This is an optimization exercise on Yosys and OpenROAD, whose aim is small area, not a production implementation.
The RTL was checked by simulation tests, not by an equivalence proof against the original design.
No activity file was given, so power comes from the tool's default toggle rates.

**flow/config.mk**
```make
export PLATFORM = sky130hd
export DESIGN_NAME = j_systolic_array
export DESIGN_NICKNAME = j_systolic_array
export VERILOG_FILES = /design/flow/design.v
export SDC_FILE = /design/flow/constraint.sdc
export NUM_CORES = 4
export LEC_CHECK = 0
export CAP_MARGIN = 20
export CORE_MARGIN = 2
export CORE_UTILIZATION = 70
export GPL_TIMING_DRIVEN = 0
export PLACE_DENSITY = 0.85
export SLEW_MARGIN = 20
export SYNTH_HIERARCHICAL = 1
```
**flow/constraint.sdc**
```tcl
create_clock -name core_clock -period 6.0 [get_ports {clk}]
set_input_delay 1.2000 -clock core_clock [delete_from_list [all_inputs] [get_ports {clk}]]
set_output_delay 1.2000 -clock core_clock [all_outputs]
set_load 0.01 [all_outputs]
```
**flow/design.v**
```verilog
module fullAdder(Sum,Cout,Cin,In1,In2);
   input wire In1,In2,Cin;
   output wire Sum,Cout;
   assign Cout = (In1&In2)|(In1&Cin)|(In2&Cin);
   assign Sum = In1^In2^Cin;
endmodule
module j_pbit (
  input      clk    ,
  input      s_hold ,
  input      s_shift,
  input      s_take ,
  input      shift_v,
  input      take_v ,
  output reg q
);
always @(posedge clk)
  q <= (s_hold & q) | (s_shift & shift_v) | (s_take & take_v);
endmodule
module j_pbit_top (
  input      clk    ,
  input      s_hold ,
  input      s_take ,
  input      take_v ,
  output reg q
);
always @(posedge clk)
  q <= (s_hold & q) | (s_take & take_v);
endmodule
module j_mac (
  input            clk     ,
  input            mac_en  ,
  input            act     ,  
  input            clr     ,  
  input            control1,
  input            acc_in  ,
  input      [8:0] t       ,  
  output     [7:0] p       ,  
  output reg       result
);
wire s_hold  = ~mac_en;
wire s_shift = mac_en & ~(clr | act);
wire s_take  = mac_en &  (clr | act);
genvar b;
generate
  for (b = 0; b < 7; b = b + 1) begin: g_p
    j_pbit pb (.clk(clk), .s_hold(s_hold), .s_shift(s_shift), .s_take(s_take),
               .shift_v(p[b+1]), .take_v(t[b+1]), .q(p[b]));
  end
endgenerate
j_pbit_top pb7 (.clk(clk), .s_hold(s_hold), .s_take(s_take), .take_v(t[8]), .q(p[7]));
wire d   = s_take ? t[0] : p[0];
reg  c;
wire dd  = d ^ ~control1;
wire ci  = clr ? ~control1 : c;
always @(posedge clk) begin
  if (mac_en) c <= (acc_in & dd) | (acc_in & ci) | (dd & ci);
  result <= acc_in ^ dd ^ ci;
end
endmodule
module j_tbit0 (
  input  [3:0] act ,
  input  [3:0] pv  ,
  input        w   ,
  input        x   ,
  output       t   ,
  output       cout
);
wire a = w & x;
wire b = |(act & pv);
assign t    = a ^ b;
assign cout = a & b;
endmodule
module j_tbit (
  input  [3:0] act ,
  input  [3:0] pv  ,
  input        w   ,
  input        x   ,
  input        cin ,
  output       t   ,
  output       cout
);
wire a = w & x;
wire b = |(act & pv);
fullAdder fa (.Sum(t), .Cout(cout), .Cin(cin), .In1(a), .In2(b));
endmodule
module j_MX_cell #(
  parameter FIRST  = 0,  
  parameter HAS_WZ = 0,  
  parameter MASK_X = 0   
) (
  input            clk               ,
  input            reset             ,
  input      [7:0] dataflow_in       ,
  input      [2:0] dataflow_select   ,
  input            control1          ,
  input            update_w_i        ,
  input            w_default         ,
  input            df_valid          ,
  input      [1:0] cnt_i             ,  
  input      [3:0] clr_and_plus_one_i,
  input      [3:0] mac_en_i          ,
  input      [3:0] accumulation_in   ,
  output reg [7:0] dataflow_out      ,
  output reg [3:0] clr_and_plus_one_o,
  output reg [3:0] mac_en_o          ,
  output reg [1:0] cnt               ,
  output     [3:0] result
);
reg [7:0] shared_W;
always @(posedge clk) begin
  if (update_w_i) shared_W <= dataflow_in;
  clr_and_plus_one_o <= clr_and_plus_one_i;
  mac_en_o           <= mac_en_i;
end
always @(posedge clk) dataflow_out <= dataflow_in;
wire w_zero;
generate
  if (HAS_WZ) begin: g_wz
    reg wz;
    always @(posedge clk) if (update_w_i) wz <= ~df_valid;
    assign w_zero = wz;
  end else begin: g_no_wz
    assign w_zero = 1'b0;
  end
endgenerate
generate
  if (FIRST) begin: g_count
    always @(posedge clk) begin
      if (reset) cnt <= 2'b10;
      else if (|clr_and_plus_one_i) cnt <= {cnt[0], ~cnt[1]};
    end
  end else begin: g_copy
    always @(posedge clk) cnt <= cnt_i;
  end
endgenerate
wire       x_df = dataflow_in[dataflow_select];
wire       x    = MASK_X ? x_df & df_valid : x_df;
wire       nc   = ~|clr_and_plus_one_i;
wire [3:0] act;   
assign act[0] = nc & ~cnt[1] & ~cnt[0];
assign act[1] = nc & ~cnt[1] &  cnt[0];
assign act[2] = nc &  cnt[1] &  cnt[0];
assign act[3] = nc &  cnt[1] & ~cnt[0];
wire       xw = x & ~w_default & ~w_zero;
wire       w0 = (shared_W[0] & ~w_zero) | w_default;
wire [7:0] p0, p1, p2, p3;
wire [8:0] t;
wire [7:0] cy;
j_tbit0 tb0 (.act(act), .pv({p3[0], p2[0], p1[0], p0[0]}), .w(w0), .x(x), .t(t[0]), .cout(cy[0]));
genvar k;
generate
  for (k = 1; k < 8; k = k + 1) begin: g_t
    j_tbit tb (.act(act), .pv({p3[k], p2[k], p1[k], p0[k]}), .w(shared_W[k]), .x(xw), .cin(cy[k-1]), .t(t[k]), .cout(cy[k]));
  end
endgenerate
assign t[8] = cy[7];
j_mac mac0 (.clk(clk), .mac_en(mac_en_i[0]), .act(act[0]), .clr(clr_and_plus_one_i[0]), .control1(control1), .acc_in(accumulation_in[0]), .t(t), .p(p0), .result(result[0]));
j_mac mac1 (.clk(clk), .mac_en(mac_en_i[1]), .act(act[1]), .clr(clr_and_plus_one_i[1]), .control1(control1), .acc_in(accumulation_in[1]), .t(t), .p(p1), .result(result[1]));
j_mac mac2 (.clk(clk), .mac_en(mac_en_i[2]), .act(act[2]), .clr(clr_and_plus_one_i[2]), .control1(control1), .acc_in(accumulation_in[2]), .t(t), .p(p2), .result(result[2]));
j_mac mac3 (.clk(clk), .mac_en(mac_en_i[3]), .act(act[3]), .clr(clr_and_plus_one_i[3]), .control1(control1), .acc_in(accumulation_in[3]), .t(t), .p(p3), .result(result[3]));
endmodule
module j_systolic_array (
    input         clk             ,
    input         reset           ,
    input  [15:0] accumulation_in ,
    input  [15:0] clr_and_plus_one,
    input  [15:0] mac_en          ,
    input  [63:0] dataflow_in     ,
    input  [95:0] dataflow_select ,
    input  [ 7:0] update_w        ,
    input  [31:0] control1        ,
    output [15:0] result          ,
    output [15:0] result_en       ,
    output [15:0] result_start
);
localparam W = 8, H = 4;
reg [8:1] ctl_valid_q;
wire [8:0] ctl_valid = {ctl_valid_q, 1'b1};
always @(posedge clk) begin
  if (reset) ctl_valid_q <= 8'h00;
  else       ctl_valid_q <= ctl_valid[7:0];
end
reg [W-1:0] w_default;
always @(posedge clk) begin
  if (reset) w_default <= {W{1'b1}};
  else       w_default <= w_default & ~update_w;
end
wire [7:0] df_in  [W-1:0][H-1:0];
wire [7:0] df_out [W-1:0][H-1:0];
wire [3:0] clr_i  [W-1:0][H-1:0];
wire [3:0] clr_o  [W-1:0][H-1:0];
wire [3:0] en_i   [W-1:0][H-1:0];
wire [3:0] en_o   [W-1:0][H-1:0];
wire [3:0] acc_i  [W-1:0][H-1:0];
wire [3:0] res    [W-1:0][H-1:0];
wire [1:0] cnt    [W-1:0][H-1:0];
genvar i, j;
generate
  for (j = 0; j < H; j = j + 1) begin: g_H
    for (i = 0; i < W; i = i + 1) begin: g_W
      if (j == 0) begin: g_j_eq_0
        assign df_in[i][0] = dataflow_in[8*i +: 8];
      end else begin: g_j_others
        assign df_in[i][j] = df_out[i][j-1];
      end
      if (i == 0) begin: g_i_eq_0
        assign acc_i[0][j] = accumulation_in [4*j +: 4];
        assign en_i [0][j] = mac_en          [4*j +: 4];
        assign clr_i[0][j] = clr_and_plus_one[4*j +: 4];
      end else begin: g_i_others
        assign acc_i[i][j] = res  [i-1][j];
        assign en_i [i][j] = en_o [i-1][j];
        assign clr_i[i][j] = clr_o[i-1][j];
      end
      if (i == W-1) begin: g_i_eq_W
        assign result      [4*j +: 4] = res  [i][j];
        assign result_en   [4*j +: 4] = en_o [i][j] & {4{ctl_valid[W]}};
        assign result_start[4*j +: 4] = clr_o[i][j] & {4{ctl_valid[W]}};
      end
      j_MX_cell #(.FIRST(i == 0), .HAS_WZ(j > 0), .MASK_X(i < j)) i_j_MX_cell (
        .clk               (clk                                 ),
        .reset             (reset                               ),
        .dataflow_in       (df_in[i][j]                         ),
        .dataflow_select   (dataflow_select[3*(W*j+i) +: 3]     ),
        .control1          (control1[W*j+i]                     ),
        .update_w_i        (update_w[i]                         ),
        .w_default         (w_default[i]                        ),
        .df_valid          (ctl_valid[j]                        ),
        .cnt_i             (i == 0 ? 2'b00 : cnt[(i+W-1)%W][j]  ),
        .clr_and_plus_one_i(clr_i[i][j]                         ),
        .mac_en_i          (en_i[i][j]                          ),
        .accumulation_in   (acc_i[i][j]                         ),
        .dataflow_out      (df_out[i][j]                        ),
        .clr_and_plus_one_o(clr_o[i][j]                         ),
        .mac_en_o          (en_o[i][j]                          ),
        .cnt               (cnt[i][j]                           ),
        .result            (res[i][j]                           )
      );
    end
  end
endgenerate
endmodule
```
**flow/flow/run.sh**
```bash
#!/bin/bash
# The standard layout (standard.sh) with two changes:
#  - port buffers are buf_1 cells instead of the flow's default pick;
#  - CTS uses clkbuf_8 clusters of at most 18 sinks within 60 um, and no
#    dummy loads.
# make's full output goes to flow_make.log; each ORFS step also keeps its own
# log under orfs/logs/.
set -uo pipefail
bash standard.sh \
  BUFFER_PORTS_ARGS="-buffer_cell sky130_fd_sc_hd__buf_1" \
  CTS_ARGS="-sink_clustering_enable -repair_clock_nets -buf_list sky130_fd_sc_hd__clkbuf_8 -sink_clustering_size 18 -sink_clustering_max_diameter 60 -dont_use_dummy_load" \
  finish > flow_make.log 2>&1
```
**flow/standard.sh**
```bash
#!/bin/bash
# synth_recipe.tcl (not shown) runs the flow's synth.tcl, then flattens the netlist and writes it again
# the make line also repeats each setting of config.mk as NAME=value (left out here)
make -C /OpenROAD-flow-scripts/flow DESIGN_CONFIG=/design/flow/config.mk WORK_HOME=/design/flow/orfs CLKGATE_MAP_FILE= SYNTH_SCRIPT=/design/flow/synth_recipe.tcl "${@:-finish}"
```
==> results of run 1 <==
==> per-layer routing <==
metal / share of wire, % / GRT usage [%]
met5: 0.13 / 0
met4: 3.7 / 11.89
met3: 7.9 / 6.254
met2: 48 / 51.55
met1: 40 / 39.21
==> per-stage QoR <==
stage / total power, mW / setup WS [ns] / TNS (ns) / util (%)
floorplan: 18.01 / 0.06828 / 0 / -
global placement: 19.02 / -0.5007 / -59.19 / 73.24
detailed placement: 19.26 / -0.7089 / -82.98 / 73.39
CTS: 25.37 / 0.1949 / 0 / 75.05
global route: 26.30 / 0.02137 / 0 / 75.17
finish: 25.24 / 0.2130 / 0 / 75.18
==> registers in the layout (all words and copies together) (netlist names), 64 cells and up <==
register,count
g_H.g_W.i_j_MX_cell.dataflow_out,192
g_H.g_W.i_j_MX_cell.clr_and_plus_one_o,128
g_H.g_W.i_j_MX_cell.mac2.g_p.pb.q,224
g_H.g_W.i_j_MX_cell.mac_en_o,128
g_H.g_W.i_j_MX_cell.mac3.g_p.pb.q,224
g_H.g_W.i_j_MX_cell.cnt,64
g_H.g_W.i_j_MX_cell.shared_W,256
g_H.g_W.i_j_MX_cell.mac1.g_p.pb.q,224
g_H.g_W.i_j_MX_cell.mac0.g_p.pb.q,224
==> report_power, final <==
part	total, mW	internal [mW]	switching [mW]	leakage [nW]
clock	6.29	2.18	4.12	1.04
sequential	16.5	15.6	0.872	17.8
combinational	2.49	1.01	1.48	23.2
==> worst max-delay path: stages <==
cell      delay (ns)
buf_1           0.20
mux2_2          0.37
nor3b_1         0.35
nor3_1          0.12
and2_1          0.24
ha_1            0.25
fa_1            0.46
fa_1            0.47
fa_1            0.47
fa_1            0.47
fa_1            0.46
fa_1            0.47
fa_1            0.58
a222oi_1        0.37
inv_1           0.08
==> worst max-delay path by stage <==
stage / from / endpoint / slack [ns] / cells after the start
after CTS: dataflow_select[0] / g_H[0].g_W[0].i_j_MX_cell.mac3.g_p[6].pb.q$_DFF_P_ / 0.19 / 15
after detailed placement: dataflow_select[0] / g_H[0].g_W[0].i_j_MX_cell.mac3.g_p[6].pb.q$_DFF_P_ / -0.71 / 15
after global routing: dataflow_select[0] / g_H[0].g_W[0].i_j_MX_cell.mac3.g_p[6].pb.q$_DFF_P_ / 0.02 / 15
after global placement: dataflow_select[6] / g_H[0].g_W[2].i_j_MX_cell.mac1.g_p[6].pb.q$_DFF_P_ / -0.50 / 15
final: dataflow_select[0] / g_H[0].g_W[0].i_j_MX_cell.mac3.g_p[6].pb.q$_DFF_P_ / 0.21 / 15
after floorplan: dataflow_in[0] / g_H[0].g_W[0].i_j_MX_cell.mac0.g_p[6].pb.q$_DFF_P_ / 0.07 / 14
==> cell type report <==
cell class,instances,share of cell area (%)
sequential,2088,50.87
multi-input combinational,3743,38.17
inverter,1209,5.031
tap,1612,2.236
clock buffer,145,2.212
timing repair buffer,306,1.432
antenna,11,0.03052
buffer,3,0.01665
==> what timing repair did <==
action	4_1_cts	5_1_grt
resized for setup	0	1
hold endpoints to repair	0	0
setup endpoints to repair	0	2
==> impl_metrics.yaml, run 1 <==
timing:
  finalSetupViolCount: 0
  tightestPinTransition_ns: 1.154
  rsz0062_at_grt: "false"
  clock.fmax_ghz: 0.1728
  drv_slew: 0
  fin_skew_ns: 0.06518
  layout_worst_path_cycle_share_pct: 96.45
  final_hold_viol_count: 0
  fin_hold_ws_ns: 0.3713
  slew_headroom_pct: 22.87
  min_period_ns: 5.787
yosys:
  netlist_instances: 7043
  syn_avg_cell_area_sq_um: 12.03
  synth_nets: 7677
  ys_warn_count: 15
  netlist_area_sq_um: 84740
floorplan:
  placementRows: 127
  die_w_microns: 351.9
  initial_utilization_pct: 70.63
  core-area_sq_um: 120000
  die_y_microns: 351.9
  ioPinCount: 298
  die-area_sq_um: 123900
global_route:
  grt_antenna_before_repair: 36
  grt_usage_pct: 30.70
  grt_max_degree: 37
  grt_pass1_vias: 57760
  grt_pass1_wl_mm: 308.7
  overflow: 0
clocking:
  clk_pin_slew_ns: 0.11
  cts_tree: "built"
  clockBufferDepth: 3
  cts_sinks: 2088
  cts_made_buffers: 145
  clock_latency_ns: 0.92
  cts_root_buf: "clkbuf_8"
  postCtsHoldBufs: 0
  cts_max_level: 4
  postCtsSetupBuffers: 0
finish:
  final_layout_size_suffix_gt1_share_pct: 4.564
  layout.cells.non_filler: 9117
  syn_to_final_growth_pct: 6.445
  fin_area_sq_um: 90200
  nFillCells: 7917
  seq_area_sq_um: 45880
  final_nets: 8130
  multi_input_area_sq_um: 34430
  mostFrequentLayoutCell: "dfxtp_1"
  final_cell_mix: "dfxtp_1 (1680), inv_1 (1209), a222oi_1 (896)"
route:
  drt_wl_total_mm: 194.0
  postRouteAntennaNets: 0
  routed_via_density: 6.514
  vias: 59390
  drcViolationCount: 0
  first_pass_iters: 13
  drt_iter0_drc: 9669
  avgRoutedWirePerCell_microns: 21.28
placed_design:
  dp_cells: 8960
  gp_congestion: 0.9697
  dpl.hpwl_mm: 149.3
  portBuffers: 297
  place_area_sq_um: 88050
power_and_ir_drop:
  p_leak_nw: 42.00
  ir_worst_vdd_mv: 0.2753
  p_per_area_nw_per_um2: 279.8
critical_path:
  worstPathArrival_ns: 6.56
  crit_fanout: 5
  worst_r2r_path_depth: 14
  r2r_slack_ns: 0.46
  cp.required_ns: 6.78
  r2r-start: "g_H[1].g_W[7].i_j_MX_cell.dataflow_out[3]$_DFF_P_"
  cp-start-kind: "primary input"
  timing.rr.end: "g_H[2].g_W[7].i_j_MX_cell.mac3.g_p[6].pb.q$_DFF_P_"
  crit_type: "primary input to register"
  end_kind: "register"
min_path:
  min_delay_path_depth: 0
  min_to: "g_H[1].g_W[7].i_j_MX_cell.dataflow_out[3]$_DFF_P_"
  hold_start: "g_H[0].g_W[7].i_j_MX_cell.dataflow_out[3]$_DFF_P_"
  hold_path.class: "register to register"
run_status:
  outcome: "complete, no violations"
run:
  maxCapViolCount: 0
==> inputs of run 2 (changes only) <==
==> flow/flow/run.sh (replaced) <==
#!/bin/bash
# The standard layout (standard.sh) with two changes:
#  - port buffers are buf_1 cells instead of the flow's default pick;
#  - CTS uses clkbuf_8 clusters of at most 16 sinks within 50 um, and no
#    dummy loads.
# make's full output goes to flow_make.log; each ORFS step also keeps its own
# log under orfs/logs/.
set -uo pipefail
bash standard.sh \
  BUFFER_PORTS_ARGS="-buffer_cell sky130_fd_sc_hd__buf_1" \
  CTS_ARGS="-sink_clustering_enable -repair_clock_nets -buf_list sky130_fd_sc_hd__clkbuf_8 -sink_clustering_size 16 -sink_clustering_max_diameter 50 -dont_use_dummy_load" \
  finish > flow_make.log 2>&1
--- a/flow/config.mk
+++ b/flow/config.mk
@@ -7,8 +7,8 @@
 export LEC_CHECK = 0
 export CAP_MARGIN = 20
 export CORE_MARGIN = 2
-export CORE_UTILIZATION = 70
+export CORE_UTILIZATION = 55
 export GPL_TIMING_DRIVEN = 0
-export PLACE_DENSITY = 0.85
+export PLACE_DENSITY = 0.7
 export SLEW_MARGIN = 20
 export SYNTH_HIERARCHICAL = 1
==> run 2 against run 1 <==
Against the previous run:
- still clean on timing, DRC and antenna
- total power grew 3.0%
- worst hold slack lost 0.018 ns
- critical path depth is the same
- die area grew 27%
- register-to-register slack lost 0.03 ns
- flip-flop and latch count is the same
- sequential share of layout area shrank 0.64 points
- area after synthesis is the same
- synthesized cell count is the same
- sequential power is essentially flat
- clock power grew 11%
- via count shrank 1.3%
- critical path type unchanged
- largest cell class unchanged
==> impl_metrics.yaml, run 2 <==
route:
  drt_iter0_drc: 8558
  postRouteAntennaNets: 0
  first_pass_iters: 11
  vias: 58640
  avgRoutedWirePerCell_microns: 20.83
  drcViolationCount: 0
  drt_wl_total_mm: 199.8
  routed_via_density: 6.113
finish:
  top_register: "g_H.g_W.i_j_MX_cell.shared_W"
  final_nets: 8169
  nFillCells: 12520
  largest_reg_flops: 256
  final_layout_size_suffix_gt1_share_pct: 5.124
  final_cell_mix: "dfxtp_1 (1680), inv_1 (1209), a222oi_1 (896)"
  seq_area_sq_um: 45880
  multi_input_area_sq_um: 34480
  fin_area_sq_um: 91350
  syn_to_final_growth_pct: 7.804
  postLayoutCoreUtil_pct: 59.51
  mostFrequentLayoutCell: "dfxtp_1"
global_route:
  grt_pass1_vias: 57200
  grt_max_degree: 33
  grt_usage_pct: 25.02
  grt_antenna_before_repair: 44
  use_met3_pct: 4.498
  busiest_layer: "met2"
  grt_pass1_wl_mm: 316.9
  grtUsageMet2_pct: 41.69
  met1_usage_pct: 33.02
  overflow: 0
clocking:
  cts_max_level: 4
  clock_latency_ns: 0.91
  cts_root_buf: "clkbuf_8"
  cts_made_buffers: 182
  clockBufferDepth: 3
  clk_pin_slew_ns: 0.10
  cts_sinks: 2088
  cts_tree: "built"
yosys:
  ys_warn_count: 15
  netlist_area_sq_um: 84740
  syn_avg_cell_area_sq_um: 12.03
  netlist_instances: 7043
  synth_nets: 7677
timing:
  fin_skew_ns: 0.06669
  slew_headroom_pct: 20.76
  rsz0062_at_grt: "false"
  final_hold_viol_count: 0
  setup_slack_ns: 0.1391
  fin_hold_ws_ns: 0.3531
  clock.fmax_ghz: 0.1706
  finalSetupViolCount: 0
  min_period_ns: 5.861
  tightestPinTransition_ns: 1.186
  layout_worst_path_cycle_share_pct: 97.68
  drv_slew: 0
floorplan:
  initial_utilization_pct: 55.20
  ioPinCount: 298
  placementRows: 144
  die_y_microns: 396.5
  die-area_sq_um: 157200
  die_w_microns: 396.5
  core-area_sq_um: 153500
critical_path:
  crit_type: "primary input to register"
  r2r_slack_ns: 0.43
  r2r-start: "g_H[1].g_W[3].i_j_MX_cell.dataflow_out[0]$_DFF_P_"
  crit_fanout: 4
  end_kind: "register"
  timing.rr.end: "g_H[2].g_W[3].i_j_MX_cell.mac2.g_p[6].pb.q$_DFF_P_"
  worstPathArrival_ns: 6.63
  cp.required_ns: 6.77
  cp-start-kind: "primary input"
  worst_r2r_path_depth: 14
power_and_ir_drop:
  p_seq_share_pct: 63.4
  sw_frac_of_total_pct: 25.74
  p_int_mw: 19.31
  p_per_area_nw_per_um2: 284.6
  p_clk_share_pct: 27.0
  p_sw_mw: 6.693
  p_comb_share_pct: 9.6
  ir_worst_vdd_mv: 0.2204
  p_leak_nw: 42.29
placed_design:
  dpl.hpwl_mm: 153.8
  dp_worst_setup_slack_ns: -0.9242
  place_area_sq_um: 88630
  portBuffers: 297
  gp_congestion: 0.9267
min_path:
  hold_start: "g_H[1].g_W[4].i_j_MX_cell.dataflow_out[7]$_DFF_P_"
  min_delay_path_depth: 0
  min_to: "g_H[2].g_W[4].i_j_MX_cell.dataflow_out[7]$_DFF_P_"
  hold_path.class: "register to register"
run_status:
  outcome: "complete, no violations"
run:
  maxCapViolCount: 0
run 2: timing repair:
action                     in CTS  in global routing
buffers inserted                0                  1
setup endpoints to repair       0                  4
gates resized for setup         0                  3
hold buffers                    0                  0
run 2: final cells by class:
class / count / area share (%)
buffer: 3 / 0.01644
multi-input combinational: 3743 / 37.74
tap: 2044 / 2.800
clock buffer: 182 / 2.742
timing repair buffer: 308 / 1.460
sequential: 2088 / 50.23
inverter: 1209 / 4.968
antenna: 17 / 0.04657
run 2: power by group through the flow:
| stage | Sequential [mW] | Clock, mW | Combinational, mW |
|---|---|---|---|
| after global placement | 16.8 | 0 | 2.35 |
| after CTS | 16.5 | 7.22 | 2.51 |
| after detailed placement | 16.8 | 0 | 2.50 |
| after global routing | 16.6 | 7.73 | 2.85 |
| final | 16.5 | 7.01 | 2.49 |
| after floorplan | 16.5 | 0 | 1.54 |
run 2: how the worst max path moves through the flow:
stage / slack (ns) / to / startpoint
2_1_floorplan: 0.07 / g_H[0].g_W[0].i_j_MX_cell.mac0.g_p[6].pb.q$_DFF_P_ / dataflow_in[0]
3_3_place_gp: -0.87 / g_H[0].g_W[4].i_j_MX_cell.mac1.g_p[6].pb.q$_DFF_P_ / dataflow_in[32]
3_5_place_dp: -0.92 / g_H[0].g_W[4].i_j_MX_cell.mac2.g_p[6].pb.q$_DFF_P_ / dataflow_in[32]
4_1_cts: 0.06 / g_H[0].g_W[4].i_j_MX_cell.mac3.g_p[6].pb.q$_DFF_P_ / dataflow_in[32]
5_1_grt: 0.004 / g_H[0].g_W[0].i_j_MX_cell.mac2.g_p[6].pb.q$_DFF_P_ / dataflow_select[0]
6_report: 0.14 / g_H[0].g_W[4].i_j_MX_cell.mac3.g_p[6].pb.q$_DFF_P_ / dataflow_in[32]
run 2: routing by layer:
layer | vias to the layer above | share of wire [%]
met5 | - | 0.14
met4 | 44 | 3.1
met1 | 28550 | 42
met2 | 2061 | 48
li1 | 27610 | -
met3 | 382 | 6.9
run 2: through the flow:
stage                     std cells  TNS [ns]  total power [mW]
after floorplan                7043         0             18.01
after global placement         9384    -69.42             19.14
after detailed placement       9393    -87.72             19.32
after CTS                      9575         0             26.23
after global routing           9584         0             27.21
final                          9594         0             26.00
run 2: worst max-delay path: stages:
cell,delay (ns)
buf_1,0.24
nor2b_1,0.24
a2111oi_4,0.59
nor3_1,0.12
and2_1,0.22
ha_1,0.24
fa_1,0.45
fa_1,0.46
fa_1,0.46
fa_1,0.47
fa_1,0.46
fa_1,0.46
fa_1,0.57
a222oi_1,0.38
inv_1,0.07
==> inputs of run 3 (changes only) <==
--- a/flow/design.v
+++ b/flow/design.v
@@ -31,7 +31,7 @@
   input            mac_en  ,
   input            act     ,  
   input            clr     ,  
-  input            control1,
+  input            sub     ,  
   input            acc_in  ,
   input      [8:0] t       ,  
   output     [7:0] p       ,  
@@ -50,8 +50,8 @@
 j_pbit_top pb7 (.clk(clk), .s_hold(s_hold), .s_take(s_take), .take_v(t[8]), .q(p[7]));
 wire d   = s_take ? t[0] : p[0];
 reg  c;
-wire dd  = d ^ ~control1;
-wire ci  = clr ? ~control1 : c;
+wire dd  = d ^ sub;
+wire ci  = clr ? sub : c;
 always @(posedge clk) begin
   if (mac_en) c <= (acc_in & dd) | (acc_in & ci) | (dd & ci);
   result <= acc_in ^ dd ^ ci;
@@ -143,6 +143,7 @@
 assign act[3] = nc &  cnt[1] & ~cnt[0];
 wire       xw = x & ~w_default & ~w_zero;
 wire       w0 = (shared_W[0] & ~w_zero) | w_default;
+wire       sub = ~control1;
 wire [7:0] p0, p1, p2, p3;
 wire [8:0] t;
 wire [7:0] cy;
@@ -154,10 +155,10 @@
   end
 endgenerate
 assign t[8] = cy[7];
-j_mac mac0 (.clk(clk), .mac_en(mac_en_i[0]), .act(act[0]), .clr(clr_and_plus_one_i[0]), .control1(control1), .acc_in(accumulation_in[0]), .t(t), .p(p0), .result(result[0]));
-j_mac mac1 (.clk(clk), .mac_en(mac_en_i[1]), .act(act[1]), .clr(clr_and_plus_one_i[1]), .control1(control1), .acc_in(accumulation_in[1]), .t(t), .p(p1), .result(result[1]));
-j_mac mac2 (.clk(clk), .mac_en(mac_en_i[2]), .act(act[2]), .clr(clr_and_plus_one_i[2]), .control1(control1), .acc_in(accumulation_in[2]), .t(t), .p(p2), .result(result[2]));
-j_mac mac3 (.clk(clk), .mac_en(mac_en_i[3]), .act(act[3]), .clr(clr_and_plus_one_i[3]), .control1(control1), .acc_in(accumulation_in[3]), .t(t), .p(p3), .result(result[3]));
+j_mac mac0 (.clk(clk), .mac_en(mac_en_i[0]), .act(act[0]), .clr(clr_and_plus_one_i[0]), .sub(sub), .acc_in(accumulation_in[0]), .t(t), .p(p0), .result(result[0]));
+j_mac mac1 (.clk(clk), .mac_en(mac_en_i[1]), .act(act[1]), .clr(clr_and_plus_one_i[1]), .sub(sub), .acc_in(accumulation_in[1]), .t(t), .p(p1), .result(result[1]));
+j_mac mac2 (.clk(clk), .mac_en(mac_en_i[2]), .act(act[2]), .clr(clr_and_plus_one_i[2]), .sub(sub), .acc_in(accumulation_in[2]), .t(t), .p(p2), .result(result[2]));
+j_mac mac3 (.clk(clk), .mac_en(mac_en_i[3]), .act(act[3]), .clr(clr_and_plus_one_i[3]), .sub(sub), .acc_in(accumulation_in[3]), .t(t), .p(p3), .result(result[3]));
 endmodule
 module j_systolic_array (
     input         clk             ,
==> flow/flow/run.sh (replaced) <==
#!/bin/bash
# The standard layout (standard.sh) with two changes:
#  - port buffers are buf_1 cells instead of the flow's default pick;
#  - CTS uses clkbuf_8 clusters of at most 18 sinks within 60 um, and no
#    dummy loads.
# make's full output goes to flow_make.log; each ORFS step also keeps its own
# log under orfs/logs/.
set -uo pipefail
bash standard.sh \
  BUFFER_PORTS_ARGS="-buffer_cell sky130_fd_sc_hd__buf_1" \
  CTS_ARGS="-sink_clustering_enable -repair_clock_nets -buf_list sky130_fd_sc_hd__clkbuf_8 -sink_clustering_size 18 -sink_clustering_max_diameter 60 -dont_use_dummy_load" \
  finish > flow_make.log 2>&1
--- a/flow/config.mk
+++ b/flow/config.mk
@@ -7,8 +7,8 @@
 export LEC_CHECK = 0
 export CAP_MARGIN = 20
 export CORE_MARGIN = 2
-export CORE_UTILIZATION = 55
+export CORE_UTILIZATION = 70
 export GPL_TIMING_DRIVEN = 0
-export PLACE_DENSITY = 0.7
+export PLACE_DENSITY = 0.85
 export SLEW_MARGIN = 20
 export SYNTH_HIERARCHICAL = 1
==> run 3 against run 2 <==
Against the previous run:
- still clean on timing, DRC and antenna
- design area is 1.4% lower
- sequential power hardly changed
- core utilization is 16 points higher
- critical endpoint is now g_H[2].g_W[6].i_j_MX_cell.mac0.g_p[6].pb.q$_DFF_P_
==> impl_metrics.yaml, run 3 <==
run_status:
  outcome: "complete, no violations"
clocking:
  cts_made_buffers: 145
  cts_root_buf: "clkbuf_8"
  cts_sinks: 2088
  cts_tree: "built"
  clk_pin_slew_ns: 0.11
  clockBufferDepth: 3
  postCtsSetupBuffers: 0
  clock_latency_ns: 0.88
  cts_max_level: 4
critical_path:
  crit_type: "primary input to register"
  r2r_slack_ns: 0.42
  r2r-start: "g_H[1].g_W[5].i_j_MX_cell.dataflow_out[0]$_DFF_P_"
  end_kind: "register"
  timing.rr.end: "g_H[2].g_W[5].i_j_MX_cell.mac1.g_p[6].pb.q$_DFF_P_"
  crit_fanout: 5
  worstPathArrival_ns: 6.48
  cp.required_ns: 6.72
  crit_start: "dataflow_select[66]"
  cp-start-kind: "primary input"
  worst_r2r_path_depth: 14
floorplan:
  die-area_sq_um: 123600
  placementRows: 127
  initial_utilization_pct: 70.56
  core-area_sq_um: 119800
  ioPinCount: 298
  die_y_microns: 351.5
  die_w_microns: 351.5
power_and_ir_drop:
  p_clk_share_pct: 24.9
  p_int_mw: 18.82
  p_per_area_nw_per_um2: 279.5
  p_total_mw: 25.17
  p_seq_share_pct: 65.3
  p_comb_share_pct: 9.9
  sw_frac_of_total_pct: 25.24
  p_sw_mw: 6.354
  ir_worst_vdd_mv: 0.2511
  p_leak_nw: 41.14
finish:
  syn_to_final_growth_pct: 6.511
  final_cell_mix: "dfxtp_1 (1680), inv_1 (1113), a222oi_1 (896)"
  top_register: "g_H.g_W.i_j_MX_cell.shared_W"
  layout.cells.non_filler: 9030
  final_nets: 8033
  largest_reg_flops: 256
  postLayoutCoreUtil_pct: 75.15
  nFillCells: 7850
  mostFrequentLayoutCell: "dfxtp_1"
  final_layout_size_suffix_gt1_share_pct: 6.367
yosys:
  ys_warn_count: 15
  syn_avg_cell_area_sq_um: 12.17
  netlist_instances: 6947
  synth_nets: 7581
  netlist_area_sq_um: 84540
global_route:
  grt_antenna_before_repair: 29
  grt_max_degree: 34
  grt_usage_pct: 31.05
  overflow: 0
  grt_pass1_wl_mm: 307.9
  grt_pass1_vias: 57640
timing:
  tightestPinTransition_ns: 1.141
  finalSetupViolCount: 0
  layout_worst_path_cycle_share_pct: 95.86
  fin_skew_ns: 0.04641
  min_period_ns: 5.752
  fin_hold_ws_ns: 0.3648
  drv_slew: 0
  rsz0062_at_grt: "false"
  slew_headroom_pct: 23.76
  clock.fmax_ghz: 0.1739
  final_hold_viol_count: 0
  finalSetupTns_ns: 0
route:
  wl_met1_mm: 76.14
  routed_via_density: 6.586
  first_pass_iters: 13
  postRouteAntennaNets: 0
  maxUsedRoutingLayer: "met5"
  wl_met2_mm: 96.33
  drcViolationCount: 0
  drt_wl_total_mm: 194.7
  drt_iter0_drc: 9645
  avgRoutedWirePerCell_microns: 21.56
  dr_wl_met3_mm: 13.93
  vias: 59470
min_path:
  hold_path.class: "register to register"
  min_delay_path_depth: 0
  min_to: "g_H[1].g_W[1].i_j_MX_cell.dataflow_out[0]$_DFF_P_"
  hold_start: "g_H[0].g_W[1].i_j_MX_cell.dataflow_out[0]$_DFF_P_"
placed_design:
  dpl.hpwl_mm: 148.2
  portBuffers: 297
  gp_congestion: 0.9223
  dp_cells: 8864
run:
  maxCapViolCount: 0
run 3: how the worst max path moves through the flow:
stage | to | slack [ns]
after floorplan | g_H[0].g_W[0].i_j_MX_cell.mac0.g_p[6].pb.q$_DFF_P_ | 0.07
after CTS | g_H[2].g_W[5].i_j_MX_cell.mac3.g_p[6].pb.q$_DFF_P_ | 0.31
after detailed placement | g_H[2].g_W[5].i_j_MX_cell.mac3.g_p[6].pb.q$_DFF_P_ | -0.59
after global placement | g_H[0].g_W[1].i_j_MX_cell.mac0.g_p[6].pb.q$_DFF_P_ | -0.45
final | g_H[2].g_W[6].i_j_MX_cell.mac0.g_p[6].pb.q$_DFF_P_ | 0.25
after global routing | g_H[3].g_W[7].i_j_MX_cell.mac1.g_p[6].pb.q$_DFF_P_ | 0.05
run 3: final cells by class:
class                   count  area [sq um]  area share [%]
clock buffers             145          1996           2.216
well taps                1612          2017           2.240
multi-input cells        3743         34600           38.43
inverters                1113          4178           4.640
repair buffers            305          1301           1.445
flip-flops and latches   2088         45880           50.96
diodes                     21         52.55         0.05836
plain buffers               3         15.01         0.01667
run 3: repair_timing:
| item | 4_1_cts | 5_1_grt |
|---|---|---|
| setup endpoints to repair | 0 | 5 |
| hold buffers | 0 | 0 |
| gates resized for setup | 0 | 4 |
run 3: per-layer routing:
metal	GRT usage [%]	vias to the layer above
met1	38.66	28910
met2	53.73	2787
met5	0	-
met4	13.47	26
li1	-	27310
met3	4.895	437
run 3: power groups by stage:
| stage | sequential [mW] | clock [mW] | combinational [mW] |
|---|---|---|---|
| after global placement | 16.7 | 0 | 2.28 |
| after CTS | 16.4 | 6.39 | 2.48 |
| after global routing | 16.5 | 6.87 | 2.80 |
| after floorplan | 16.4 | 0 | 1.61 |
| final | 16.4 | 6.26 | 2.49 |
| after detailed placement | 16.7 | 0 | 2.47 |
run 3: critical path, cell delays in order:
cell      delay (ns)
buf_1           0.26
mux2_1          0.36
nor3b_1         0.27
nor3_1          0.10
and2_1          0.19
ha_1            0.22
fa_1            0.46
fa_1            0.46
fa_1            0.47
fa_1            0.46
fa_1            0.48
fa_1            0.47
fa_1            0.59
a222oi_1        0.39
inv_1           0.08
run 3: through the flow:
step           worst slack, ns  cell area [sq um]
2_1_floorplan          0.06828              84540
3_3_place_gp           -0.4464              87670
3_5_place_dp           -0.5876              87860
4_1_cts                 0.3081              89850
5_1_grt                0.04843              90020
6_report                0.2482              90040

[port drivers added, routing unchanged]
The results above use ideal ports. As a check the final layouts listed here were re-extracted and re-timed, cells and wires unchanged. Step 1 sets driving cells, clkbuf_16 on the clock port and buf_2 on the other inputs (assumed; they add their load-dependent delay and slew). Step 2 times the ports against the registers' clock, not the clock port: input delays grow and output delays shrink by t, the midpoint of the rising clock arrivals with the driver on. Three values: no drivers, after step 1, after step 2; two values: the first two.
run	t (ns)	setup slack, ns	hold WS [ns]	slew at the worst register clock pin (ns)	pins driven straight from the clock port
run 1	0.967	0.213 / 0.270 / -0.696	0.371 / 0.371 / 0.371	0.12 / 0.12	1
run 2	0.960	0.139 / 0.200 / -0.760	0.353 / 0.353 / 0.353	0.10 / 0.10	1
run 3	0.927	0.248 / 0.250 / -0.678	0.365 / 0.365 / 0.365	0.11 / 0.11	1
With both steps, setup timing fails in every run listed, where it was met with ideal ports. The setup slack of run 3, which loses most, moves by +0.002 ns with the drivers and by -0.926 ns with both steps.
